What follows belongs to an exercise in optimizing a design on an open flow for small area; a production flow would make more cautious choices. Only simulation tests tie the RTL to the original design; equivalence was not proved. The clock port is modelled as an ideal driver; clocking choices that lean on that would not hold on a real chip. Power is estimated from default activity; no workload was simulated.

`flow/flow/run.sh`:
```
#!/bin/bash
# Layout flow: the standard synthesis, then an area-oriented re-mapping of the
# combinational logic only (every register instance is kept as synthesised and
# the result is proven equal to the standard netlist), then the standard ORFS
# floorplan..finish with the smallest port buffers and a two-level clock tree
# built before CTS.
set -euo pipefail
HERE=$(pwd)
FD=$HERE/flow
R=$HERE/orfs/results/$FLOW_PLATFORM/cmd_decoder/base
LIB=$FLOW_HOME/platforms/$FLOW_PLATFORM/lib/sky130_fd_sc_hd__tt_025C_1v80.lib

# 1. standard synthesis
bash standard.sh synth > synth_std.log 2>&1
cp $R/1_2_yosys.v $HERE/netlist_std.v

# 2. re-map the combinational logic for area, several ABC seeds in parallel
python3 $FD/mkmodels.py $LIB $HERE/cell_models.v > mkmodels.log 2>&1
DU=$(sed -n '/DONT_USE_CELLS/,/^$/p' $FLOW_HOME/platforms/$FLOW_PLATFORM/config.mk | grep -o 'sky130_fd_sc_hd__[A-Za-z0-9_]*' | sed 's/^/-dont_use /' | tr '\n' ' ')
resyn() {
  # $1: run name, $2: deepsyn options, $3: mapping command (default amap)
  local S=$1
  printf 'strash\n&get -n\n&deepsyn %s\n&put\ndch\n%s\ntopo\n' "$2" "${3:-amap}" > $HERE/area_$S.abc
  cat > $HERE/resyn_$S.ys <<EOT
read_liberty -lib $LIB
read_verilog -overwrite $HERE/cell_models.v
read_verilog $HERE/netlist_std.v
hierarchy -top $FLOW_TOP
flatten
opt -purge
techmap
opt -fast -purge
abc -liberty $LIB $DU -script $HERE/area_$S.abc
opt_clean -purge
rename -hide w:*.*
hilomap -singleton -hicell sky130_fd_sc_hd__conb_1 HI -locell sky130_fd_sc_hd__conb_1 LO
setundef -zero
splitnets
opt_clean -purge
tee -o $HERE/resyn_$S.stat stat -liberty $LIB
write_verilog -noattr -noexpr -nohex -nodec $HERE/netlist_resyn_$S.v
EOT
  yosys -l resyn_$S.log -q $HERE/resyn_$S.ys > /dev/null 2>&1 || return 0
  # prove it equal to the standard netlist (registers paired by name)
  cat > $HERE/equiv_$S.ys <<EOT
read_verilog $HERE/cell_models.v $FD/ffmodels.v
read_verilog $HERE/netlist_std.v
rename $FLOW_TOP gold
read_verilog $HERE/netlist_resyn_$S.v
rename $FLOW_TOP gate
hierarchy -check
flatten gold gate
rename -hide gold/w:_* gate/w:_*
proc
async2sync
opt_clean
equiv_make gold gate equiv
hierarchy -top equiv
equiv_simple -seq 2
equiv_induct
equiv_status -assert
EOT
  if yosys -l equiv_$S.log -q $HERE/equiv_$S.ys > /dev/null 2>&1; then
    grep "Chip area" $HERE/resyn_$S.stat | awk -v s=$S '{print $NF, s}' > $HERE/resyn_$S.ok
  fi
}
# deterministic short runs over seeds, then longer timed runs
for J in 10 20 40; do
  for S in 0 1 2 3 4 5 6 7; do resyn j${J}s$S "-J $J -S $S -T 100" & done
  wait
done
for S in 0 1 2 3; do resyn t$S "-T 30 -S $S" & done
wait
# the same with a longer area recovery in the mapper
for S in 0 1 2 3 4 5 6 7; do resyn a$S "-J 20 -S $S -T 100" "amap -F 3 -A 8 -C 2000" & done
wait
cp $HERE/netlist_std.v $R/1_2_yosys.v
if ls $HERE/resyn_*.ok > /dev/null 2>&1; then
  best=$(cat $HERE/resyn_*.ok | sort -g | head -1 | awk '{print $2}')
  cat $HERE/resyn_*.ok > resyn_status.log
  echo "using seed $best" >> resyn_status.log
  cp $HERE/netlist_resyn_$best.v $R/1_2_yosys.v
  # buffer nets whose load exceeds what their driving cell may carry
  python3 $FD/capfix.py $LIB $HERE/netlist_resyn_$best.v $HERE/netlist_capfix.v > capfix.log 2>&1 || true
  if [[ -s $HERE/netlist_capfix.v ]]; then
    sed "s#netlist_resyn_$best.v#netlist_capfix.v#" $HERE/equiv_$best.ys > $HERE/equiv_capfix.ys
    if yosys -l equiv_capfix.log -q $HERE/equiv_capfix.ys > /dev/null 2>&1; then
      echo "capfix netlist proven equal, used" >> resyn_status.log
      cp $HERE/netlist_capfix.v $R/1_2_yosys.v
    fi
  fi
else
  echo "no re-mapped netlist proven equal; standard netlist used" > resyn_status.log
fi
rm -f $R/1_synth.odb $R/1_synth.sdc
bash standard.sh synth > synth_odb.log 2>&1

# 3. layout
export CLK_PORT_NAME=clock_m2rx24
export CLK_SLEW_TARGET=0.108
C=sky130_fd_sc_hd__clkbuf
B=sky130_fd_sc_hd__buf
export CLK_CANDIDATES="{1 ${C}_16 -} {3 ${B}_4 ${C}_1} {3 ${C}_4 ${C}_1} {4 ${B}_4 ${C}_1} {3 ${B}_6 ${C}_1} {5 ${B}_4 ${C}_1} {3 ${C}_8 ${C}_1} {4 ${B}_6 ${C}_1} {6 ${B}_4 ${C}_1} {3 ${C}_8 ${C}_2} {4 ${C}_8 ${C}_2} {5 ${C}_8 ${C}_2}"
export PRE_CTS_TCL=$FD/pre_cts.tcl
export PRE_RESIZE_TCL=$FD/pre_resize.tcl
export PORT_BUF_STRONG=sky130_fd_sc_hd__buf_2
export BUFFER_PORTS_ARGS="-buffer_cell sky130_fd_sc_hd__buf_1"
bash standard.sh > layout.log 2>&1
```
`flow/flow/capfix.py`:
```
# Give a buffer to every net whose pin load is too much for its driving cell.
# usage: capfix.py liberty.lib in.v out.v
# The loads of such a net move behind the smallest buffer that can drive them
# (the driver then sees one buffer input), so the layout's repair need not
# upsize the driver and add its own buffer. Registers are left as they are.
import re, sys
lib, src, dst = sys.argv[1:4]
WIRE = 0.0015          # pF of wire assumed per load pin
LIMIT = 0.8            # use at most this share of a cell's max_capacitance
txt = open(lib).read()
cap, maxcap, outpins = {}, {}, {}
for m in re.finditer(r'\n\s*cell\s*\(\s*"?(\w+)"?\s*\)\s*\{', txt):
    name = m.group(1)
    end = txt.find('\n    cell (', m.end())
    body = txt[m.end(): end if end > 0 else len(txt)]
    for pm in re.finditer(r'\bpin\s*\(\s*"?(\w+)"?\s*\)\s*\{', body):
        nxt = body.find(' pin (', pm.end())
        pb = body[pm.end(): nxt if nxt > 0 else len(body)]
        d = re.search(r'direction\s*:\s*"?(\w+)"?', pb)
        if not d:
            continue
        if d.group(1) == 'input':
            c = re.search(r'\bcapacitance\s*:\s*([\d.eE+-]+)', pb)
            if c:
                cap[(name, pm.group(1))] = float(c.group(1))
        elif d.group(1) == 'output':
            c = re.search(r'max_capacitance\s*:\s*([\d.eE+-]+)', pb)
            outpins.setdefault(name, set()).add(pm.group(1))
            if c:
                maxcap[(name, pm.group(1))] = float(c.group(1))
v = open(src).read()
cells = list(re.finditer(r'^(\s*)(sky130_fd_sc_hd__\w+)\s+(\S+)\s*\((.*?)\);', v, re.M | re.S))
drivers, loads = {}, {}
for ci, m in enumerate(cells):
    t = m.group(2)
    for pm in re.finditer(r'\.(\w+)\(([^()]*)\)', m.group(4)):
        pin, net = pm.group(1), pm.group(2).strip()
        if pin in outpins.get(t, ()):
            drivers[net] = (ci, t, pin)
        else:
            loads.setdefault(net, []).append((ci, t, pin))
bufs = [('sky130_fd_sc_hd__buf_1', 0.130015), ('sky130_fd_sc_hd__buf_2', 0.315867),
        ('sky130_fd_sc_hd__buf_4', 0.561228)]
fix = {}
for net, (ci, t, pin) in drivers.items():
    if '__df' in t or '__edf' in t or net not in loads:
        continue
    ls = loads[net]
    load = sum(cap.get((lt, lp), 0.002) + WIRE for _, lt, lp in ls)
    mc = maxcap.get((t, pin))
    if mc is None or load <= LIMIT * mc:
        continue
    for b, bmc in bufs:
        if load <= LIMIT * bmc:
            fix[net] = b
            break
print('nets buffered:', len(fix))
# rewrite load connections
edits = {}
newdecl, newcells = [], []
for k, (net, b) in enumerate(sorted(fix.items())):
    nn = 'capfix_net_%d' % k
    print(' ', net, '->', b, len(loads[net]), 'loads')
    newdecl.append('  wire %s;\n' % nn)
    newcells.append('  %s capfix_buf_%d (\n    .A(%s),\n    .X(%s)\n  );\n' % (b, k, net if not net.startswith('\\') else net + ' ', nn))
    for ci, lt, lp in loads[net]:
        edits.setdefault(ci, []).append((lp, nn))
out, pos = [], 0
for ci, m in enumerate(cells):
    if ci not in edits:
        continue
    body = m.group(0)
    for lp, nn in edits[ci]:
        body = re.sub(r'\.%s\(([^()]*)\)' % lp, '.%s(%s)' % (lp, nn), body, count=1)
    out.append(v[pos:m.start()]); out.append(body); pos = m.end()
out.append(v[pos:])
v = ''.join(out)
i = v.index('endmodule')
j = v.index(';', v.index('module ')) + 2
v = v[:j] + ''.join(newdecl) + v[j:i] + ''.join(newcells) + v[i:]
open(dst, 'w').write(v)
```
`flow/flow/ffmodels.v`:
```
module sky130_fd_sc_hd__dfrtp_1(CLK, D, RESET_B, Q); input CLK, D, RESET_B; output reg Q;
  always @(posedge CLK or negedge RESET_B) if (!RESET_B) Q <= 1'b0; else Q <= D; endmodule
module sky130_fd_sc_hd__dfstp_1(CLK, D, SET_B, Q); input CLK, D, SET_B; output reg Q;
  always @(posedge CLK or negedge SET_B) if (!SET_B) Q <= 1'b1; else Q <= D; endmodule
module sky130_fd_sc_hd__dfxtp_1(CLK, D, Q); input CLK, D; output reg Q;
  always @(posedge CLK) Q <= D; endmodule
module sky130_fd_sc_hd__edfxtp_1(CLK, D, DE, Q); input CLK, D, DE; output reg Q;
  always @(posedge CLK) if (DE) Q <= D; endmodule
module sky130_fd_sc_hd__dfrtn_1(CLK_N, D, RESET_B, Q); input CLK_N, D, RESET_B; output reg Q;
  always @(negedge CLK_N or negedge RESET_B) if (!RESET_B) Q <= 1'b0; else Q <= D; endmodule
module sky130_fd_sc_hd__dfbbp_1(CLK, D, RESET_B, SET_B, Q, Q_N); input CLK, D, RESET_B, SET_B; output reg Q; output Q_N; assign Q_N = ~Q;
  always @(posedge CLK or negedge RESET_B or negedge SET_B) if (!RESET_B) Q <= 1'b0; else if (!SET_B) Q <= 1'b1; else Q <= D; endmodule
```
`flow/flow/pre_cts.tcl`:
```
# Clock distribution for a small design, built before CTS (which then finds
# the clock net already buffered): the clock port drives one root buffer,
# which drives k leaf buffers, each feeding a compact group of flip-flops.
# Candidate trees are tried from the smallest cell area up; the first whose
# estimated flip-flop clock slew stays under CLK_SLEW_TARGET (ns) is kept.
set clk_name $::env(CLK_PORT_NAME)
set target $::env(CLK_SLEW_TARGET)
set cands $::env(CLK_CANDIDATES)

proc split_groups {sinks k} {
  if {$k <= 1} { return [list $sinks] }
  set xs {}; set ys {}
  foreach e $sinks { lappend xs [lindex $e 0]; lappend ys [lindex $e 1] }
  set xs [lsort -integer $xs]; set ys [lsort -integer $ys]
  set axis [expr {([lindex $xs end] - [lindex $xs 0]) >= ([lindex $ys end] - [lindex $ys 0]) ? 0 : 1}]
  set sinks [lsort -integer -index $axis $sinks]
  set k1 [expr {$k / 2}]
  set n [llength $sinks]
  set cut [expr {($n * $k1 + $k / 2) / $k}]
  return [concat [split_groups [lrange $sinks 0 [expr {$cut - 1}]] $k1] \
                 [split_groups [lrange $sinks $cut end] [expr {$k - $k1}]]]
}

proc clk_sinks {clk_name} {
  set sinks {}
  foreach p [get_pins -of_objects [get_nets $clk_name]] {
    set inst [[sta::sta_to_db_pin $p] getInst]
    set loc [$inst getLocation]
    lappend sinks [list [lindex $loc 0] [lindex $loc 1] [get_full_name $p]]
  }
  return $sinks
}

proc max_clk_slew {} {
  estimate_parasitics -placement
  set mx 0
  foreach p [get_pins -hierarchical */CLK] {
    set s [get_property $p slew_max]
    if {$s > $mx} { set mx $s }
  }
  return $mx
}

proc inst_names {} {
  set l {}
  foreach i [[ord::get_db_block] getInsts] { lappend l [$i getName] }
  return $l
}

set sinks [clk_sinks $clk_name]
puts "pre_cts: [llength $sinks] clock sinks"
set_propagated_clock [all_clocks]
set done 0
foreach cand $cands {
  lassign $cand k leaf root
  set before [inst_names]
  foreach grp [split_groups $sinks $k] {
    set pins {}
    foreach e $grp { lappend pins [get_pins [lindex $e 2]] }
    insert_buffer -buffer_cell $leaf -net $clk_name -load_pins $pins
  }
  if {$root ne "-"} { insert_buffer -buffer_cell $root -net $clk_name }
  set slew [max_clk_slew]
  puts "pre_cts: $k x $leaf, root $root: max clock slew [format %.1f [expr {$slew * 1e3}]] ps"
  if {$slew <= $target} { set done 1; break }
  set added {}
  set names {}
  foreach n [inst_names] { if {[lsearch -exact $before $n] < 0} { lappend names $n } }
  puts "pre_cts: removing $names"
  foreach n $names { remove_buffers [get_cells $n] }
}
if {!$done} { puts "pre_cts: no candidate met the target; CTS builds the tree" }
unset_propagated_clock [all_clocks]
```
`flow/config.mk`:
```
export PLATFORM = sky130hd
export DESIGN_NAME = cmd_decoder
export DESIGN_NICKNAME = cmd_decoder
export VERILOG_FILES = /design/flow/design.v
export SDC_FILE = /design/flow/constraint.sdc
export NUM_CORES = 4
export LEC_CHECK = 0
export CAP_MARGIN = 0
export CORE_MARGIN = 2
export CORE_UTILIZATION = 55
export GPL_TIMING_DRIVEN = 0
export PLACE_DENSITY = 0.75
export SLEW_MARGIN = 0
```
`flow/constraint.sdc`:
```
create_clock -name core_clock -period 10.0 [get_ports {clock_m2rx24}]
set_input_delay 2.0000 -clock core_clock [delete_from_list [all_inputs] [get_ports {clock_m2rx24}]]
set_output_delay 2.0000 -clock core_clock [all_outputs]
set_load 0.01 [all_outputs]
```
`flow/standard.sh`:
```
#!/bin/bash
# synth_recipe.tcl (not shown) runs the flow's synth.tcl, then flattens the netlist and writes it again
# the make line also repeats each setting of config.mk as NAME=value (left out here)
make -C /OpenROAD-flow-scripts/flow DESIGN_CONFIG=/design/flow/config.mk WORK_HOME=/design/flow/orfs CLKGATE_MAP_FILE= SYNTH_SCRIPT=/design/flow/synth_recipe.tcl "${@:-finish}"
```
`flow/flow/mkmodels.py`:
```
# Write Verilog models of the comb cells of the sky130hd liberty (function attributes)
import re, sys
lib = open(sys.argv[1]).read()
out = open(sys.argv[2], 'w')
# split into cells
parts = re.split(r'\n\s*cell\s*\(\s*"?([\w]+)"?\s*\)\s*\{', lib)
n = 0
for i in range(1, len(parts), 2):
    name, body = parts[i], parts[i+1]
    if re.search(r'\b(ff|latch|statetable|ff_bank)\s*\(', body):
        continue
    pins = re.findall(r'\bpin\s*\(\s*"?(\w+)"?\s*\)\s*\{(.*?)(?=\n\s*pin\s*\(|\Z)', body, re.S)
    ins, outs = [], []
    for p, pb in pins:
        d = re.search(r'direction\s*:\s*"?(\w+)"?', pb)
        if not d: continue
        if d.group(1) == 'input': ins.append(p)
        elif d.group(1) == 'output':
            f = re.search(r'function\s*:\s*"([^"]*)"', pb)
            if not f: outs = None; break
            outs.append((p, f.group(1)))
    if not outs: continue
    ports = ins + [o for o, _ in outs]
    out.write('module %s(%s);\n' % (name, ', '.join(ports)))
    for p in ins: out.write('  input %s;\n' % p)
    for o, f in outs:
        e = f.replace('!', '~')
        out.write('  output %s;\n  assign %s = %s;\n' % (o, o, e))
    out.write('endmodule\n')
    n += 1
print(n, 'models')
```
`flow/flow/pre_resize.tcl`:
```
# An input port buffer that drives many pins (the reset) gets a cell whose
# maximum load covers them, instead of a second buffer added by repair.
foreach inst [get_cells input*] {
  set out [get_pins -of_objects $inst -filter "direction==output"]
  set net [get_nets -of_objects $out]
  set n [llength [get_pins -of_objects $net -filter "direction==input"]]
  if {$n > 8} {
    puts "pre_resize: [get_full_name $inst] drives $n pins, now $::env(PORT_BUF_STRONG)"
    replace_cell $inst $::env(PORT_BUF_STRONG)
  }
}
```
`flow/design.v`:
```
module cmd_decoder
(
	md2udi, reset_, clock_m2rx24, rcvd_datareg, m2rxirqb,rst_out,load,tst_state,bit35
);
	input md2udi;
	input reset_;
	input clock_m2rx24;
	output [15:0] rcvd_datareg;
	output m2rxirqb;
	output rst_out;
	output load;
	output [1:0] tst_state;
	output bit35;
localparam [3:0] IDLE_00 = 4'b0000,
                 IDLE1   = 4'b0001,
                 IDLE_01 = 4'b0010,
                 IDLE_11 = 4'b0110,
                 HEAD    = 4'b1000,
                 HEAD1   = 4'b1001,
                 START   = 4'b1010,
                 START1  = 4'b1011,
                 RECV    = 4'b1100,
                 RECV1   = 4'b1101,
                 WAIT    = 4'b1110,
                 WAIT1   = 4'b1111;
reg [3:0] state, next_state;
reg [4:0] scnt;         
reg [4:0] bcnt;         
reg [6:0] hr;           
reg [8:0] sr;           
reg [15:0] rcvd_datareg;
reg md2udireg;
reg rst_out;
wire sa = state[3], sp1 = state[2], sp0 = state[1], sm = state[0];
wire in_head  = sa & ~sp1 & ~sp0;
wire in_start = sa & ~sp1 & sp0;
wire in_recv  = sa & sp1 & ~sp0;
wire in_wait  = sa & sp1 & sp0;
wire upd_md   = ~sa | in_wait;
wire s9   = scnt[3] & scnt[2];
wire s23  = scnt[3] & scnt[2] & scnt[0];
wire term = in_head ? s9 : s23;
wire blast = &bcnt;
wire tick  = in_recv & s23;
wire ld    = tick & blast;
wire [15:0] word = {hr[3], hr[1], sr[8:0], hr[6], hr[5], hr[4], hr[2], hr[0]};
wire h_cmd  = (hr == 7'b0001001) | (hr == 7'b0001010) | (hr == 7'b0000101) | (hr == 7'b0000110);
wire h_data = (hr == 7'b1111001) | (hr == 7'b1111010) | (hr == 7'b1110101) | (hr == 7'b1110110);
wire h_zero = (hr == 7'b0000000);
wire c99    = (word[15:8] == 8'h99);
wire c_irq  = (c99 & (word[7:4] <= 4'ha)) | (word[15:4] == 12'h034);
wire c_w1   = c99 & (word[7:4] != 4'h0) & (word[7:4] != 4'h1) & (word[7:4] != 4'h4) & (word[7:4] <= 4'ha);
wire irq    = ld & (state[0] | c_irq);
wire rst_en = ld & ~state[0] & (word == 16'h0300);
wire loaddata = in_start & (h_cmd | (state[0] & h_data));
wire hs = in_head | (in_start & s23);
wire ss = tick & bcnt[0] & ~(bcnt[4] & bcnt[3] & bcnt[2]);
wire sh = hs | ss;
wire din = md2udi & term;
assign load = ld;
assign bit35 = in_recv & blast;
assign m2rxirqb = ~in_recv & bcnt[4];
assign tst_state[1] = sp1 & (sa | ~md2udireg);
assign tst_state[0] = (sp0 & (sa | ~md2udireg)) | ld;
always @(*)
begin
	next_state[3] = ~sa ? md2udireg : (sp1 & sp0) ? ~(sm ^ md2udireg) : ~(sp0 & ~sp1 & h_zero);
	next_state[2] = ~sa ? (sp1 & ~md2udireg) : sp1 ? (~(sp0 & sm) | md2udireg) : loaddata;
	next_state[1] = ~sa ? (sp0 & ~md2udireg) : sp1 ? (sp0 ? (~sm | md2udireg) : ld) : (sp0 ? ~loaddata : s9);
	next_state[0] = in_start ? (sm & ~h_cmd & ~h_zero) : in_recv ? (sm | (ld & c_w1)) : sm;
end
always @(posedge clock_m2rx24, negedge reset_)
begin
	if (reset_ == 0)
	begin
		state <= IDLE_00;
		bcnt <= 5'd0;
		rcvd_datareg <= 16'd0;
	end
	else
	begin
		state <= next_state;
		if (in_recv ? s23 : (loaddata | bcnt[4]))
			bcnt <= (bcnt + 5'd1) | {irq, 1'b0, irq, irq, irq};
		if (ld)
			rcvd_datareg <= word;
	end
end
always @(posedge clock_m2rx24)
begin
	if (~sa & ~sp0)
		scnt <= 5'b01010;
	else if (sa & ~in_wait)
		scnt <= term ? 5'b01010 : {scnt[3:0], ~(scnt[4] ^ scnt[1])};
	if (upd_md)
		md2udireg <= md2udi & reset_;
	rst_out <= ~rst_en;
	if (sh)
		hr[0] <= din;
	if (hs)
	begin
		hr[1] <= hr[0];
		hr[3] <= hr[2];
	end
	if (hs)
	begin
		hr[2] <= hr[1];
		hr[4] <= hr[3];
	end
	else if (ss)
	begin
		hr[2] <= hr[0];
		hr[4] <= hr[2];
	end
	if (sh)
	begin
		hr[6:5] <= hr[5:4];
		sr <= {sr[7:0], hr[6]};
	end
end
endmodule
```
==> results.json, run 1 <==
{
  "status": "complete, no violations",
  "syn_area_sq_um": 1926,
  "cp.arrival_ns": 2.94,
  "leakage_uw": 0.0009197,
  "cts_tree": "done",
  "wl_um": 3825,
  "firstDrtPassIters": 6,
  "die_area_sq_um": 3990,
  "hold_ws_ns": 0.4776,
  "grt_pass1_vias": 1633,
  "worstSetupStartpointType": "flip-flop",
  "fin_crit_ns": 4.943,
  "timing.fmax_mhz": 202.3,
  "max-cap-violations": 0,
  "start_util_pct": 57.71,
  "cts_hold_buf": 0,
  "worstSetupEndpointType": "primary output",
  "netlist_instances": 179,
  "ir_worst_vdd_v": 0.0001845,
  "hold_path.class": "flip-flop to flip-flop",
  "dp_slack_ns": 5.880,
  "cts.clk_slew.worst_paths_ns": 0.07,
  "num_rows": 21,
  "post-route-drc-count": 0,
  "grt_usage_pct": 22.76,
  "final_layout_size_suffix_gt1_share_pct": 10.48,
  "io_pins": 25,
  "min_path_cells": 2,
  "timing.final.max_slew_violations": 0,
  "die_y_um": 63.17,
  "yosysWarningCount": 1,
  "syn_avg_cell_area_sq_um": 10.76,
  "p_comb_share_pct": 23.7,
  "p_switching_uw": 245.4,
  "cts_sinks": 48,
  "setup_viol": 0,
  "final_cells": 275,
  "nets": 229,
  "first_iter_violations": 101,
  "cts_resized": 0,
  "setup_slack_ns": 5.057,
  "slew_headroom_pct": 38.58,
  "hold_viol": 0,
  "cts_setup_buffers": 0,
  "die_w_um": 63.17,
  "area_growth_pct": 18.26,
  "tns_ns": 0,
  "grt_antenna_before_repair": 0,
  "syn_nets": 182,
  "avgViaCountPerCell": 5.531,
  "grt_max_degree": 27,
  "core_area_sq_um": 3337,
  "worstSetupPathType": "flip-flop to primary output",
  "n_antenna_cell": 0,
  "p_int_uw": 463.1,
  "grt_pass1_wl_um": 6755,
  "clock_power_share_pct": 28.6,
  "grt_setup_unrepaired": "no",
  "powerDensity_nw_per_um2": 311.1,
  "drt-wirelength-per-cell_um": 13.91,
  "gp_congestion": 0.9241,
  "crit_fanout": 12,
  "overflow": 0,
  "io_buffers": 24,
  "dp_hpwl_um": 2590,
  "dp.cells": 249,
  "vias": 1521,
  "reg2reg_depth": 7,
  "tightest_slew_ns": 0.9179,
  "cp.required_ns": 8.00,
  "fin_skew_ns": 0.02057,
  "seqPwrFrac_pct": 47.6,
  "finalPower_uw": 708.5,
  "antenna_left": 0,
  "clkLatencyLatePin_ns": 0.73,
  "post-route-period-util_pct": 49.43,
  "swShare_pct": 34.64
}
==> power by group through the flow <==
stage | clock network (uW) | logic [uW] | registers, uW
2_1_floorplan | 0 | 127 | 326
3_3_place_gp | 0 | 158 | 336
3_5_place_dp | 0 | 166 | 341
4_1_cts | 210 | 168 | 338
5_1_grt | 225 | 191 | 346
6_report | 203 | 168 | 338
==> state kept, by name, summed over array words and instances, names as in the netlist <==
register      count
bcnt              5
hr                7
md2udireg         1
rcvd_datareg     16
rst_out           1
scnt              5
sr                9
state             4
==> cell type report, without the clock buffers <==
type / instances / area (sq um)
Sequential cell: 48 / 1256
Fill cell: 284 / 1060
Inverter: 29 / 108.9
Multi-Input combinational cell: 101 / 556.8
Tap cell: 46 / 57.56
Timing Repair Buffer: 24 / 91.34
Buffer: 1 / 3.754
==> metrics by stage <==
stage,utilization [%],cell area (sq um)
CTS,68.24,2277
finish,68.24,2277
detailed placement,62.17,2074
global placement,62.13,2073
floorplan,-,1926
global route,68.24,2277
==> placed cells by master (no fill, tap or decap), drive strengths merged <==
cell	count
o22ai	7
o21ai	17
a22o	7
or3	2
dfrtp	25
o21bai	1
a41oi	1
nor2	15
and2	1
dfxtp	6
nor3	5
nand4b	1
o2111a	1
clkinv	29
nand3	1
nor4	3
or2	1
o41ai	1
nand4	4
and3	3
o221ai	1
a21oi	9
nor2b	1
edfxtp	17
nand2	16
o22a	2
clkbuf	21
buf	30
a221o	1
==> critical path, stage by stage (launching register included) <==
cell	delay, ns
dfxtp_1	0.33
clkinv_1	0.12
nor3_1	0.48
clkinv_1	0.17
nor2_1	0.74
nor2_1	0.16
clkinv_1	0.07
buf_1	0.14
==> per-layer routing <==
metal | share of wire [%] | vias to the layer above | GRT usage, %
met2 | 48 | 57 | 35.64
met1 | 43 | 721 | 24.79
met3 | 7.1 | 9 | 11.43
met4 | 2.2 | 0 | 13.59
met5 | 0 | - | 0
li1 | - | 734 | -
==> path summary, 6_finish.rpt <==
path	startpoint	end	slack, ns
worst min register to register	rcvd_datareg[0]	rcvd_datareg[0]	0.48
worst min-delay path	rcvd_datareg[0]	rcvd_datareg[0]	0.48
worst max-delay path	scnt[2]	tst_state[0]	5.06
worst max register to register	scnt[2]	bcnt[4]	6.73
min in group asynchronous	reset_	state[0]	1.26
max in group asynchronous	reset_	rcvd_datareg[6]	8.34
==> run 2, diff against run 1 <==
--- a/flow/design.v
+++ b/flow/design.v
@@ -40,7 +40,7 @@
 wire s9   = scnt[3] & scnt[2];
 wire s23  = scnt[3] & scnt[2] & scnt[0];
 wire term = in_head ? s9 : s23;
-wire blast = &bcnt;
+wire blast = (bcnt == 5'd1);
 wire tick  = in_recv & s23;
 wire ld    = tick & blast;
 wire [15:0] word = {hr[3], hr[1], sr[8:0], hr[6], hr[5], hr[4], hr[2], hr[0]};
@@ -54,12 +54,12 @@
 wire rst_en = ld & ~state[0] & (word == 16'h0300);
 wire loaddata = in_start & (h_cmd | (state[0] & h_data));
 wire hs = in_head | (in_start & s23);
-wire ss = tick & bcnt[0] & ~(bcnt[4] & bcnt[3] & bcnt[2]);
+wire ss = tick & bcnt[0] & (bcnt[4] | bcnt[3] | bcnt[2]);
 wire sh = hs | ss;
 wire din = md2udi & term;
 assign load = ld;
 assign bit35 = in_recv & blast;
-assign m2rxirqb = ~in_recv & bcnt[4];
+assign m2rxirqb = ~in_recv & (|bcnt[3:0]);
 assign tst_state[1] = sp1 & (sa | ~md2udireg);
 assign tst_state[0] = (sp0 & (sa | ~md2udireg)) | ld;
 always @(*)
@@ -80,8 +80,8 @@
 	else
 	begin
 		state <= next_state;
-		if (in_recv ? s23 : (loaddata | bcnt[4]))
-			bcnt <= (bcnt + 5'd1) | {irq, 1'b0, irq, irq, irq};
+		if (in_recv ? s23 : (loaddata | (|bcnt[3:0])))
+			bcnt <= (bcnt - 5'd1) | {1'b0, irq, 1'b0, 1'b0, irq};
 		if (ld)
 			rcvd_datareg <= word;
 	end
--- a/flow/flow/run.sh
+++ b/flow/flow/run.sh
@@ -99,8 +99,7 @@
 export CLK_PORT_NAME=clock_m2rx24
 export CLK_SLEW_TARGET=0.108
 C=sky130_fd_sc_hd__clkbuf
-B=sky130_fd_sc_hd__buf
-export CLK_CANDIDATES="{1 ${C}_16 -} {3 ${B}_4 ${C}_1} {3 ${C}_4 ${C}_1} {4 ${B}_4 ${C}_1} {3 ${B}_6 ${C}_1} {5 ${B}_4 ${C}_1} {3 ${C}_8 ${C}_1} {4 ${B}_6 ${C}_1} {6 ${B}_4 ${C}_1} {3 ${C}_8 ${C}_2} {4 ${C}_8 ${C}_2} {5 ${C}_8 ${C}_2}"
+export CLK_CANDIDATES="{1 ${C}_16 -} {3 ${C}_4 ${C}_1} {2 ${C}_8 ${C}_1} {4 ${C}_4 ${C}_1} {5 ${C}_4 ${C}_1} {3 ${C}_8 ${C}_1} {6 ${C}_4 ${C}_1} {2 ${C}_16 ${C}_1} {4 ${C}_8 ${C}_2} {5 ${C}_8 ${C}_2}"
 export PRE_CTS_TCL=$FD/pre_cts.tcl
 export PRE_RESIZE_TCL=$FD/pre_resize.tcl
 export PORT_BUF_STRONG=sky130_fd_sc_hd__buf_2
==> run 2 against run 1 <==
Effect of this change:
- sequential share of layout area is 4.8 points higher
- via count decreased by 8.5%
- highest routed layer unchanged
- hold slack got worse by 0.00055 ns
- register-to-register slack improved by 0.05 ns
- largest power group unchanged
- cell area down 8.1%
- synthesized cell count decreased by 4.5%
- clock power shrank about 60%
- largest cell class unchanged
- sequential power is 6.5% higher
- still clean
- first-iteration DRC count down 33%
- critical path depth unchanged
==> results.json, run 2 <==
{
  "status": "complete, no violations",
  "worstReg2RegStart": "bcnt[3]",
  "reg.largest.list": "rcvd_datareg (16), sr (9), hr (7)",
  "drt-wirelength-per-cell_um": 14.79,
  "cts_hold_buf": 0,
  "max-cap-violations": 0,
  "die_area_sq_um": 3939,
  "cts.clk_slew.worst_paths_ns": 0.10,
  "reg2reg_depth": 10,
  "vias": 1391,
  "final_layout_size_suffix_gt1_share_pct": 2.010,
  "tns_ns": 0,
  "top_register": "rcvd_datareg",
  "worstSetupEndpointType": "primary output",
  "first_iter_violations": 68,
  "dp_slack_ns": 5.787,
  "grt_pass1_vias": 1319,
  "nets": 204,
  "rr_endpoint": "bcnt[3]",
  "setup_slack_ns": 5.272,
  "firstDrtPassIters": 4,
  "fin_area_sq_um": 2093,
  "crit_fanout": 28,
  "seqCellArea_sq_um": 1256,
  "mostFrequentLayoutCell": "dfrtp_1",
  "cts_setup_buffers": 0,
  "worstSetupStartpointType": "flip-flop",
  "core_area_sq_um": 3337,
  "gp_congestion": 0.9765,
  "yosysWarningCount": 1,
  "dp_hpwl_um": 2678,
  "clkLatencyLatePin_ns": 0.48,
  "timing.fmax_mhz": 211.5,
  "syn_nets": 174,
  "setup_viol": 0,
  "hold_ws_ns": 0.4770,
  "hold_start": "scnt[3]",
  "grt_pass1_wl_um": 6334,
  "hold_viol": 0,
  "num_rows": 21,
  "grt_usage_pct": 19.50,
  "n_antenna_cell": 0,
  "die_y_um": 62.77,
  "grt_setup_unrepaired": "no",
  "grt_max_degree": 29,
  "die_w_um": 62.77,
  "cp.arrival_ns": 2.73,
  "min_to": "scnt[4]",
  "start_util_pct": 56.92,
  "largest_reg_flops": 16,
  "fin_crit_ns": 4.728,
  "syn_area_sq_um": 1899,
  "ir_worst_vdd_v": 0.0001899,
  "fin_skew_ns": 0.004858,
  "placed_area_sq_um": 2048,
  "grt_antenna_before_repair": 0,
  "tightest_slew_ns": 0.8090,
  "hold_path.class": "flip-flop to flip-flop",
  "leakage_uw": 0.0008124,
  "overflow": 0,
  "syn_avg_cell_area_sq_um": 11.11,
  "cts_resized": 0,
  "worstSetupPathType": "flip-flop to primary output",
  "io_buffers": 24,
  "fillCellCount": 298,
  "multi_input_area_sq_um": 560.5,
  "r2r_setup_slack_ns": 6.78,
  "area_growth_pct": 10.21,
  "netlist_instances": 171,
  "cp.required_ns": 8.00,
  "io_pins": 25,
  "final_cell_mix": "25 x dfrtp_1, 23 x buf_1, 22 x clkinv_1, 17 x o21ai_0, 17 x edfxtp_1",
  "avgViaCountPerCell": 5.678,
  "timing.final.max_slew_violations": 0,
  "slew_headroom_pct": 45.94,
  "post-route-drc-count": 0,
  "wl_um": 3624,
  "post-route-period-util_pct": 47.28,
  "powerDensity_nw_per_um2": 307.7,
  "min_path_cells": 2,
  "antenna_left": 0
}
## run 2: report_power, final
part           internal (uW)  switching, uW
Clock                   28.2           53.2
Combinational           68.2            135
Sequential               301           59.2
Total                    397            247
## run 2: area by class of cell, without the clock buffers
class,count,area share [%]
Tap cell,46,2.750
Inverter,22,3.945
Sequential cell,48,60.01
Timing Repair Buffer,24,4.363
Multi-Input combinational cell,101,26.78
## run 2: per-stage QoR
stage	power (uW)	std cells	utilization [%]
floorplan	497.4	171	-
global placement	548.4	241	61.34
detailed placement	564.3	241	61.38
CTS	628.2	245	62.73
global route	694.6	245	62.73
finish	644.1	245	62.73
## run 2: how the worst max path moves through the flow
stage               startpoint   end  slack (ns)  depth (start not counted)
floorplan              bcnt[3]  load        6.14                          4
detailed placement    state[1]  load        5.79                          7
CTS                   state[1]  load        5.78                          7
global placement      state[1]  load        5.86                          7
global route          state[1]  load        4.99                          7
finish                state[1]  load        5.27                          7
## run 2: routing by layer
metal	wire [um]	share of wire, %	GRT usage (%)
met5	0	0	0
met4	21	0.58	2.222
met3	222	6.1	0.9009
met2	1765	49	33.33
met1	1615	45	28.96
## run 2: critical path, cell delays in order (launching register included)
cell and delay (ns):
dfrtp_1 0.43, clkinv_1 0.11, and3_1 0.21, nand2_1 0.08, nor3_1 0.06, nand2_1 0.60, clkinv_1 0.51, buf_1 0.23
==> run 3, diff against run 2 <==
--- a/flow/design.v
+++ b/flow/design.v
@@ -43,7 +43,7 @@
 wire blast = (bcnt == 5'd1);
 wire tick  = in_recv & s23;
 wire ld    = tick & blast;
-wire [15:0] word = {hr[3], hr[1], sr[8:0], hr[6], hr[5], hr[4], hr[2], hr[0]};
+wire [15:0] word = {~hr[2], hr[1], sr[8:0], hr[6], hr[5], hr[4], hr[3], hr[0]};
 wire h_cmd  = (hr == 7'b0001001) | (hr == 7'b0001010) | (hr == 7'b0000101) | (hr == 7'b0000110);
 wire h_data = (hr == 7'b1111001) | (hr == 7'b1111010) | (hr == 7'b1110101) | (hr == 7'b1110110);
 wire h_zero = (hr == 7'b0000000);
@@ -100,21 +100,15 @@
 	if (hs)
 	begin
 		hr[1] <= hr[0];
-		hr[3] <= hr[2];
+		hr[2] <= hr[1];
 	end
 	if (hs)
-	begin
-		hr[2] <= hr[1];
-		hr[4] <= hr[3];
-	end
+		hr[3] <= hr[2];
 	else if (ss)
-	begin
-		hr[2] <= hr[0];
-		hr[4] <= hr[2];
-	end
+		hr[3] <= hr[0];
 	if (sh)
 	begin
-		hr[6:5] <= hr[5:4];
+		hr[6:4] <= hr[5:3];
 		sr <= {sr[7:0], hr[6]};
 	end
 end
==> run 3 against run 2 <==
Effect of this change:
- global-route usage down 0.54 points
- largest cell class unchanged
- critical endpoint is now tst_state[0]
- first-iteration DRC count down 1.5%
- cell count up 2.4%
- still clean on timing, DRC and antenna
- clock power down 0.9%
- power down 4.9%
- cell area up 0.54%
==> results.json, run 3 <==
{
  "syn_nets": 180,
  "status": "complete, no violations",
  "grt_pass1_vias": 1401,
  "grt_setup_unrepaired": "no",
  "multi_input_area_sq_um": 556.8,
  "crit_slowest_cell": "buf_1",
  "grt_usage_pct": 18.95,
  "crit_path_max_incr_delay_ns": 0.78,
  "fillCellCount": 296,
  "cp_num_buf_inv": 5,
  "io_buffers": 24,
  "largest_reg_flops": 16,
  "clkLatencyLatePin_ns": 0.49,
  "grt_max_degree": 27,
  "gp_congestion": 0.9163,
  "tns_ns": 0,
  "die_area_sq_um": 3961,
  "grt_antenna_before_repair": 0,
  "hold_ws_ns": 0.4621,
  "grt_pass1_wl_um": 6279,
  "firstDrtPassIters": 4,
  "die_w_um": 62.94,
  "tightest_slew_ns": 0.9973,
  "vias": 1370,
  "cts_hold_buf": 0,
  "timing.fmax_mhz": 175.8,
  "avgViaCountPerCell": 5.458,
  "reg.largest.list": "rcvd_datareg (16), sr (9), hr (7)",
  "final_layout_size_suffix_gt1_share_pct": 1.951,
  "wl_um": 3475,
  "worstSetupStartpointType": "flip-flop",
  "cts.clk_slew.worst_paths_ns": 0.10,
  "hold_path.class": "flip-flop to flip-flop",
  "cp.required_ns": 8.00,
  "n_antenna_cell": 0,
  "top_register": "rcvd_datareg",
  "core_area_sq_um": 3337,
  "post-route-drc-count": 0,
  "seqCellArea_sq_um": 1256,
  "die_y_um": 62.94,
  "nets": 210,
  "dp_hpwl_um": 2569,
  "syn_area_sq_um": 1911,
  "yosysWarningCount": 1,
  "max-cap-violations": 0,
  "powerDensity_nw_per_um2": 291.2,
  "drt-wirelength-per-cell_um": 13.84,
  "path_cells": "clkinv_1 -> nor3_1 -> clkinv_1 -> nor3_1 -> buf_1 -> clkinv_1 -> o21ai_0 -> buf_1",
  "setup_viol": 0,
  "worstSetupPathType": "flip-flop to primary output",
  "mostFrequentLayoutCell": "nor2_1",
  "timing.final.max_slew_violations": 0,
  "antenna_left": 0,
  "ir_worst_vdd_v": 0.0001682,
  "cts_setup_buffers": 0,
  "final_cell_mix": "26 x nor2_1, 25 x dfrtp_1, 25 x buf_1, 24 x clkinv_1, 17 x edfxtp_1",
  "post-route-period-util_pct": 56.90,
  "start_util_pct": 57.26,
  "syn_avg_cell_area_sq_um": 10.79,
  "critPathTopFamily": "buffers and inverters",
  "worstSetupEndpointType": "primary output",
  "cp_common_cell": "clkinv_1",
  "slew_headroom_pct": 33.52,
  "fin_crit_ns": 5.690,
  "netlist_instances": 177,
  "fin_skew_ns": 0.006704,
  "cp.arrival_ns": 3.69,
  "io_pins": 25,
  "num_rows": 21,
  "area_growth_pct": 10.15,
  "crit_fanout": 24,
  "leakage_uw": 0.0008050,
  "hold_viol": 0,
  "cts_resized": 0,
  "first_iter_violations": 67,
  "overflow": 0
}
-- run 3: path summary, 6_finish.rpt --
| path | endpoint | cells after the start | slack [ns] | start |
|---|---|---|---|---|
| min in group asynchronous | rcvd_datareg[0] | 1 | 1.50 | reset_ |
| worst min register to register | sr[4] | 0 | 0.46 | sr[3] |
| worst min-delay path | sr[4] | 0 | 0.46 | sr[3] |
| max in group asynchronous | rcvd_datareg[4] | 1 | 8.12 | reset_ |
| worst max-delay path | tst_state[0] | 8 | 4.31 | scnt[3] |
| worst max register to register | bcnt[0] | 11 | 6.26 | scnt[3] |
-- run 3: area by class of cell, without the clock buffers --
class	count	share of cell area, %
Sequential cell	48	59.69
Multi-Input combinational cell	103	26.46
Timing Repair Buffer	24	4.340
Inverter	24	4.281
Tap cell	46	2.735
Buffer	2	0.3567
-- run 3: per-layer routing --
metal	GRT usage, %	routed length (um)
met5	0	0
met2	34.04	1760
met3	1.081	108
met4	1.667	34
met1	26.46	1572
-- run 3: metrics by stage --
stage                     util, %  std cells  area, sq um  setup WS (ns)  total power, uW
after floorplan                 -        177         1911          5.519            475.7
after global placement      61.68        247         2058          5.005            526.9
after detailed placement    61.72        247         2059          4.880            537.3
after global routing        63.07        251         2105          3.948            663.6
final                       63.07        251         2105          4.310            612.8
after CTS                   63.07        251         2105          4.865            600.5
-- run 3: power breakdown --
part / total [uW] / switching [uW] / internal, uW
sequential: 350 / 57.2 / 293
clock: 80.7 / 52.5 / 28.2
combinational: 182 / 114 / 67.2
total: 613 / 224 / 389
==> run 4, diff against run 3 <==
--- a/flow/design.v
+++ b/flow/design.v
@@ -88,9 +88,11 @@
 end
 always @(posedge clock_m2rx24)
 begin
-	if (~sa & ~sp0)
+	if (~sa)
+		scnt <= (sp0 & ~sp1) ? 5'b10100 : 5'b01010;
+	else if (in_wait)
 		scnt <= 5'b01010;
-	else if (sa & ~in_wait)
+	else
 		scnt <= term ? 5'b01010 : {scnt[3:0], ~(scnt[4] ^ scnt[1])};
 	if (upd_md)
 		md2udireg <= md2udi & reset_;
--- a/flow/flow/run.sh
+++ b/flow/flow/run.sh
@@ -65,8 +65,10 @@
   fi
 }
 # deterministic short runs over seeds, then longer timed runs
-for J in 10 20 40; do
-  for S in 0 1 2 3 4 5 6 7; do resyn j${J}s$S "-J $J -S $S -T 100" & done
+for J in 10 20 40 80; do
+  for S in 0 1 2 3 4 5; do resyn j${J}s$S "-J $J -S $S -T 100" & done
+  wait
+  for S in 6 7 8 9 10 11; do resyn j${J}s$S "-J $J -S $S -T 100" & done
   wait
 done
 for S in 0 1 2 3; do resyn t$S "-T 30 -S $S" & done
==> run 4 against run 3 <==
Effect of this change:
- still clean
- die area decreased by 1.4%
- register-to-register slack improved by 0.18 ns
- critical endpoint unchanged
- hold slack lost 0.0075 ns
- highest routed layer unchanged
- via count decreased by 1.6%
- largest power group unchanged
- worst setup slack better by 0.98 ns
- routed wire length down 0.35%
- critical path type unchanged
- synthesized cell count down 4.5%
==> results.json, run 4 <==
{
  "post-route-period-util_pct": 47.06,
  "start_util_pct": 56.84,
  "timing.final.max_slew_violations": 0,
  "grt_pass1_vias": 1374,
  "dp_hpwl_um": 2546,
  "cts.clk_slew.worst_paths_ns": 0.09,
  "worstSetupStartpointType": "flip-flop",
  "drt-met1-wl_um": 1507,
  "seqCellArea_sq_um": 1256,
  "largest_reg_flops": 16,
  "grt_setup_unrepaired": "no",
  "worstSetupPathType": "flip-flop to primary output",
  "worstSetupEndpointType": "primary output",
  "highest_layer": "met4",
  "p_comb_share_pct": 30.5,
  "crit_fanout": 13,
  "wl_met2_um": 1796,
  "slew_headroom_pct": 36.88,
  "die_y_um": 62.50,
  "grt_pass1_wl_um": 6044,
  "dr_wl_met3_um": 117,
  "swShare_pct": 38.00,
  "grt_usage_pct": 18.72,
  "grt_max_degree": 27,
  "core_area_sq_um": 3311,
  "setup_viol": 0,
  "timing.fmax_mhz": 212.5,
  "reg.largest.list": "rcvd_datareg (16), sr (9), hr (7)",
  "tns_ns": 0,
  "overflow": 0,
  "num_rows": 21,
  "top_register": "rcvd_datareg",
  "leakage_uw": 0.0007943,
  "area_growth_pct": 10.31,
  "yosysWarningCount": 1,
  "powerDensity_nw_per_um2": 304.3,
  "syn_area_sq_um": 1882,
  "placed_area_sq_um": 2031,
  "firstDrtPassIters": 4,
  "multi_input_area_sq_um": 539.3,
  "fin_area_sq_um": 2076,
  "seqPwrFrac_pct": 56.6,
  "cp.required_ns": 8.00,
  "wl_um": 3463,
  "fillCellCount": 286,
  "p_int_uw": 391.6,
  "clkLatencyLatePin_ns": 0.49,
  "final_cell_mix": "25 x dfrtp_1, 24 x buf_1, 22 x clkinv_1, 21 x nor2_1, 18 x o21ai_0",
  "min_path_cells": 1,
  "n_antenna_cell": 0,
  "max-cap-violations": 0,
  "antenna_left": 0,
  "gp_congestion": 0.8677,
  "cts_setup_buffers": 0,
  "status": "complete, no violations",
  "clock_power_share_pct": 12.9,
  "syn_nets": 172,
  "cts_resized": 0,
  "reg2reg_depth": 10,
  "p_switching_uw": 240.1,
  "die_w_um": 62.50,
  "mostFrequentLayoutCell": "dfrtp_1",
  "hold_viol": 0,
  "cp.arrival_ns": 2.71,
  "avgViaCountPerCell": 5.547,
  "fin_crit_ns": 4.706,
  "post-route-drc-count": 0,
  "io_buffers": 24,
  "fin_skew_ns": 0.002665,
  "tightest_slew_ns": 0.9433,
  "first_iter_violations": 75,
  "grt_antenna_before_repair": 0,
  "hold_path.class": "flip-flop to flip-flop",
  "io_pins": 25,
  "die_area_sq_um": 3906,
  "netlist_instances": 169,
  "drt-wirelength-per-cell_um": 14.25,
  "final_layout_size_suffix_gt1_share_pct": 2.030,
  "vias": 1348,
  "nets": 202,
  "syn_avg_cell_area_sq_um": 11.13,
  "ir_worst_vdd_v": 0.0001566,
  "cts_hold_buf": 0
}
[run 4: cell types whose count changed in the layout (fill, tap and decap cells not counted), sizes merged, moves of 3 or more]
cell,delta
a21oi,-9
a22o,+8
nand2,+3
nor2,-5
o21ai,+6
o22a,-11
[run 4: cell type report, without the clock buffers]
type	count	area share (%)
well taps	46	2.773
inverters	22	3.978
repair buffers	24	4.400
multi-input cells	98	25.98
flip-flops and latches	48	60.52
plain buffers	1	0.1808
[run 4: routing by layer]
metal / vias up / global-route usage (%)
met5: - / 0
met4: 0 / 3.611
met3: 5 / 0.9009
met2: 35 / 33.74
met1: 640 / 25.49
li1: 668 / -
[run 4: path summary, 6_finish.rpt]
path | to | start | slack (ns)
setup / recovery | tst_state[0] | state[3] | 5.29
hold / removal | scnt[0] | scnt[4] | 0.45
min in group asynchronous | rcvd_datareg[11] | reset_ | 1.49
hold reg to reg | scnt[0] | scnt[4] | 0.45
setup reg to reg | bcnt[4] | state[3] | 6.44
max in group asynchronous | state[1] | reset_ | 8.13
[run 4: through the flow]
step	worst slack (ns)	hold WS [ns]	util [%]	total power [uW]	std cells
after floorplan	6.313	0.4178	-	489.4	169
after global placement	5.942	0.4249	61.30	540.4	239
after detailed placement	5.850	0.4394	61.34	554.2	239
after CTS	5.837	0.4463	62.70	618.6	243
after global routing	4.943	0.4691	62.70	683.1	243
final	5.294	0.4546	62.70	631.6	243
[run 4: critical path: stages, from the launching register on]
cell and delay [ns]:
dfrtp_1 0.39, clkinv_1 0.18, nor2_1 0.35, nand3_1 0.15, nor2_1 0.75, nor2_1 0.17, clkinv_1 0.07, buf_1 0.14
[run 4: power groups by stage]
stage | Clock, uW | Sequential [uW] | Combinational (uW)
6_report | 81.3 | 358 | 193
5_1_grt | 93.3 | 369 | 221
4_1_cts | 62.0 | 362 | 194
3_5_place_dp | 0 | 361 | 193
3_3_place_gp | 0 | 356 | 184
2_1_floorplan | 0 | 346 | 143
==> run 5, diff against run 4 <==
--- a/flow/flow/run.sh
+++ b/flow/flow/run.sh
@@ -99,7 +99,7 @@
 
 # 3. layout
 export CLK_PORT_NAME=clock_m2rx24
-export CLK_SLEW_TARGET=0.108
+export CLK_SLEW_TARGET=0.112
 C=sky130_fd_sc_hd__clkbuf
 export CLK_CANDIDATES="{1 ${C}_16 -} {3 ${C}_4 ${C}_1} {2 ${C}_8 ${C}_1} {4 ${C}_4 ${C}_1} {5 ${C}_4 ${C}_1} {3 ${C}_8 ${C}_1} {6 ${C}_4 ${C}_1} {2 ${C}_16 ${C}_1} {4 ${C}_8 ${C}_2} {5 ${C}_8 ${C}_2}"
 export PRE_CTS_TCL=$FD/pre_cts.tcl
==> run 5 against run 4 <==
Effect of this change:
- sequential share of layout area up 0.11 points
- routed wire length up 0.58%
- register-to-register slack hardly changed
- die area did not move
- worst setup slack got worse by 0.049 ns
- clock skew rose by 0.0078 ns
- synthesized area did not move
- largest cell class unchanged
- largest power group unchanged
==> results.json, run 5 <==
{
  "grt_pass1_wl_um": 6099,
  "fin_area_sq_um": 2072,
  "fin_skew_ns": 0.01043,
  "die_w_um": 62.50,
  "die_area_sq_um": 3906,
  "crit_path_max_incr_delay_ns": 0.74,
  "crit_fanout": 13,
  "timing.final.max_slew_violations": 0,
  "powerDensity_nw_per_um2": 303.6,
  "cp_common_cell": "nor2_1",
  "fillCellCount": 287,
  "syn_nets": 172,
  "overflow": 0,
  "status": "complete, no violations",
  "cts_resized": 0,
  "drt-wirelength-per-cell_um": 14.22,
  "ir_worst_vdd_v": 0.0001432,
  "syn_avg_cell_area_sq_um": 11.13,
  "nets": 204,
  "first_iter_violations": 58,
  "leakage_uw": 0.0007957,
  "grt_pass1_vias": 1389,
  "n_antenna_cell": 0,
  "reg.largest.list": "rcvd_datareg (16), sr (9), hr (7)",
  "path_cells": "clkinv_1 -> nor2_1 -> nand3_1 -> nor2_1 -> nor2_1 -> clkinv_1 -> buf_1",
  "cp.required_ns": 8.00,
  "timing.fmax_mhz": 210.3,
  "firstDrtPassIters": 4,
  "die_y_um": 62.50,
  "post-route-period-util_pct": 47.55,
  "grt_max_degree": 27,
  "clkLatencyLatePin_ns": 0.54,
  "top_register": "rcvd_datareg",
  "worstSetupPathType": "flip-flop to primary output",
  "mostFrequentLayoutCell": "dfrtp_1",
  "io_buffers": 24,
  "area_growth_pct": 10.11,
  "final_cell_mix": "25 x dfrtp_1, 24 x buf_1, 22 x clkinv_1, 21 x nor2_1, 18 x o21ai_0",
  "num_rows": 21,
  "largest_reg_flops": 16,
  "post-route-drc-count": 0,
  "antenna_left": 0,
  "cts.clk_slew.worst_paths_ns": 0.10,
  "syn_area_sq_um": 1882,
  "fin_crit_ns": 4.755,
  "grt_antenna_before_repair": 0,
  "hold_ws_ns": 0.4504,
  "tightest_slew_ns": 0.9331,
  "netlist_instances": 169,
  "start_util_pct": 56.84,
  "cts_hold_buf": 0,
  "slew_headroom_pct": 37.56,
  "avgViaCountPerCell": 5.518,
  "hold_path.class": "flip-flop to flip-flop",
  "cts_setup_buffers": 0,
  "dp_hpwl_um": 2546,
  "dp.cells": 239,
  "gp_congestion": 0.8677,
  "yosysWarningCount": 1,
  "core_area_sq_um": 3311,
  "hold_viol": 0,
  "cp.arrival_ns": 2.75,
  "vias": 1352,
  "worstSetupEndpointType": "primary output",
  "grt_usage_pct": 18.92,
  "wl_um": 3483,
  "setup_viol": 0,
  "io_pins": 25,
  "worstSetupStartpointType": "flip-flop",
  "final_cells": 245,
  "crit_slowest_cell": "nor2_1",
  "final_layout_size_suffix_gt1_share_pct": 3.015,
  "placed_area_sq_um": 2031,
  "tns_ns": 0,
  "grt_setup_unrepaired": "no",
  "r2r_setup_slack_ns": 6.45,
  "max-cap-violations": 0
}
## run 5: stage by stage
step                util (%)  total power, uW  setup WS, ns
global route           62.59            681.4         4.861
floorplan                  -            489.4         6.313
detailed placement     61.34            554.2         5.850
CTS                    62.59            614.2         5.837
global placement       61.30            540.4         5.942
finish                 62.59            629.0         5.245
## run 5: worst paths after layout
kind | from | cells past startpoint | to
setup / recovery | state[3] | 7 | tst_state[0]
min in group asynchronous | reset_ | 1 | rcvd_datareg[0]
max in group asynchronous | reset_ | 1 | bcnt[3]
hold reg to reg | scnt[4] | 1 | scnt[0]
setup reg to reg | state[3] | 10 | bcnt[4]
hold / removal | scnt[4] | 1 | scnt[0]
## run 5: cell type report, without the clock buffers
type | instances | area [sq um] | area share, %
Buffer | 1 | 3.754 | 0.1812
Tap cell | 46 | 57.56 | 2.778
Inverter | 22 | 82.58 | 3.986
Multi-Input combinational cell | 98 | 539.3 | 26.03
Sequential cell | 48 | 1256 | 60.63
Timing Repair Buffer | 24 | 91.34 | 4.408
## run 5: where the power goes
group	internal, uW	switching, uW
Sequential	299	58.1
Clock	24.4	54.4
Combinational	64.1	129
Total	388	241
## run 5: worst max-delay path: cells and delay by family (launching register included)
family,cells,cell delay [ns]
flip-flops,1,0.39
AND/OR/NAND/NOR,4,1.41
buffers and inverters,3,0.39
## run 5: layer usage
metal	part of all wire, %	global-route usage, %	vias up	wire, um
li1	-	-	672	-
met1	43	25.52	637	1510
met2	51	33.60	38	1773
met3	4.3	1.441	5	149
met4	1.4	4.444	0	50
met5	0	0	-	0

-- afterwards: timing with drivers on the ports --
Ports are ideal in the flow. The routed layouts listed here were re-timed in OpenROAD.
Step 1: set_driving_cell puts a clkbuf_16 on clock_m2rx24 and a buf_2 on each other input, an assumption about the parent block.
Step 2 times the ports against the registers' clock, not the clock port: input delays grow and output delays shrink by t, the midpoint of the rising clock arrivals with the driver on.
Three values: no drivers, after step 1, after step 2; two values: the first two.
run | shift t [ns] | slack for setup (ns) | hold WS [ns] | clock arrival spread, ns | worst register clock-pin slew, ns
run 1 | 0.735 | 5.057 / 5.044 / 5.779 | 0.478 / 0.478 / 0.478 | 0.021 / 0.020 | 0.07 / 0.07
run 2 | 0.490 | 5.272 / 5.259 / 5.749 | 0.477 / 0.477 / 0.477 | 0.005 / 0.004 | 0.10 / 0.10
run 3 | 0.502 | 4.310 / 4.297 / 4.799 | 0.462 / 0.462 / 0.462 | 0.007 / 0.007 | 0.10 / 0.10
run 4 | 0.500 | 5.294 / 5.281 / 5.782 | 0.455 / 0.455 / 0.455 | 0.003 / 0.003 | 0.10 / 0.10
run 5 | 0.550 | 5.245 / 5.232 / 5.782 | 0.450 / 0.450 / 0.450 | 0.011 / 0.011 | 0.10 / 0.10
After both steps every run listed still meets setup and hold.
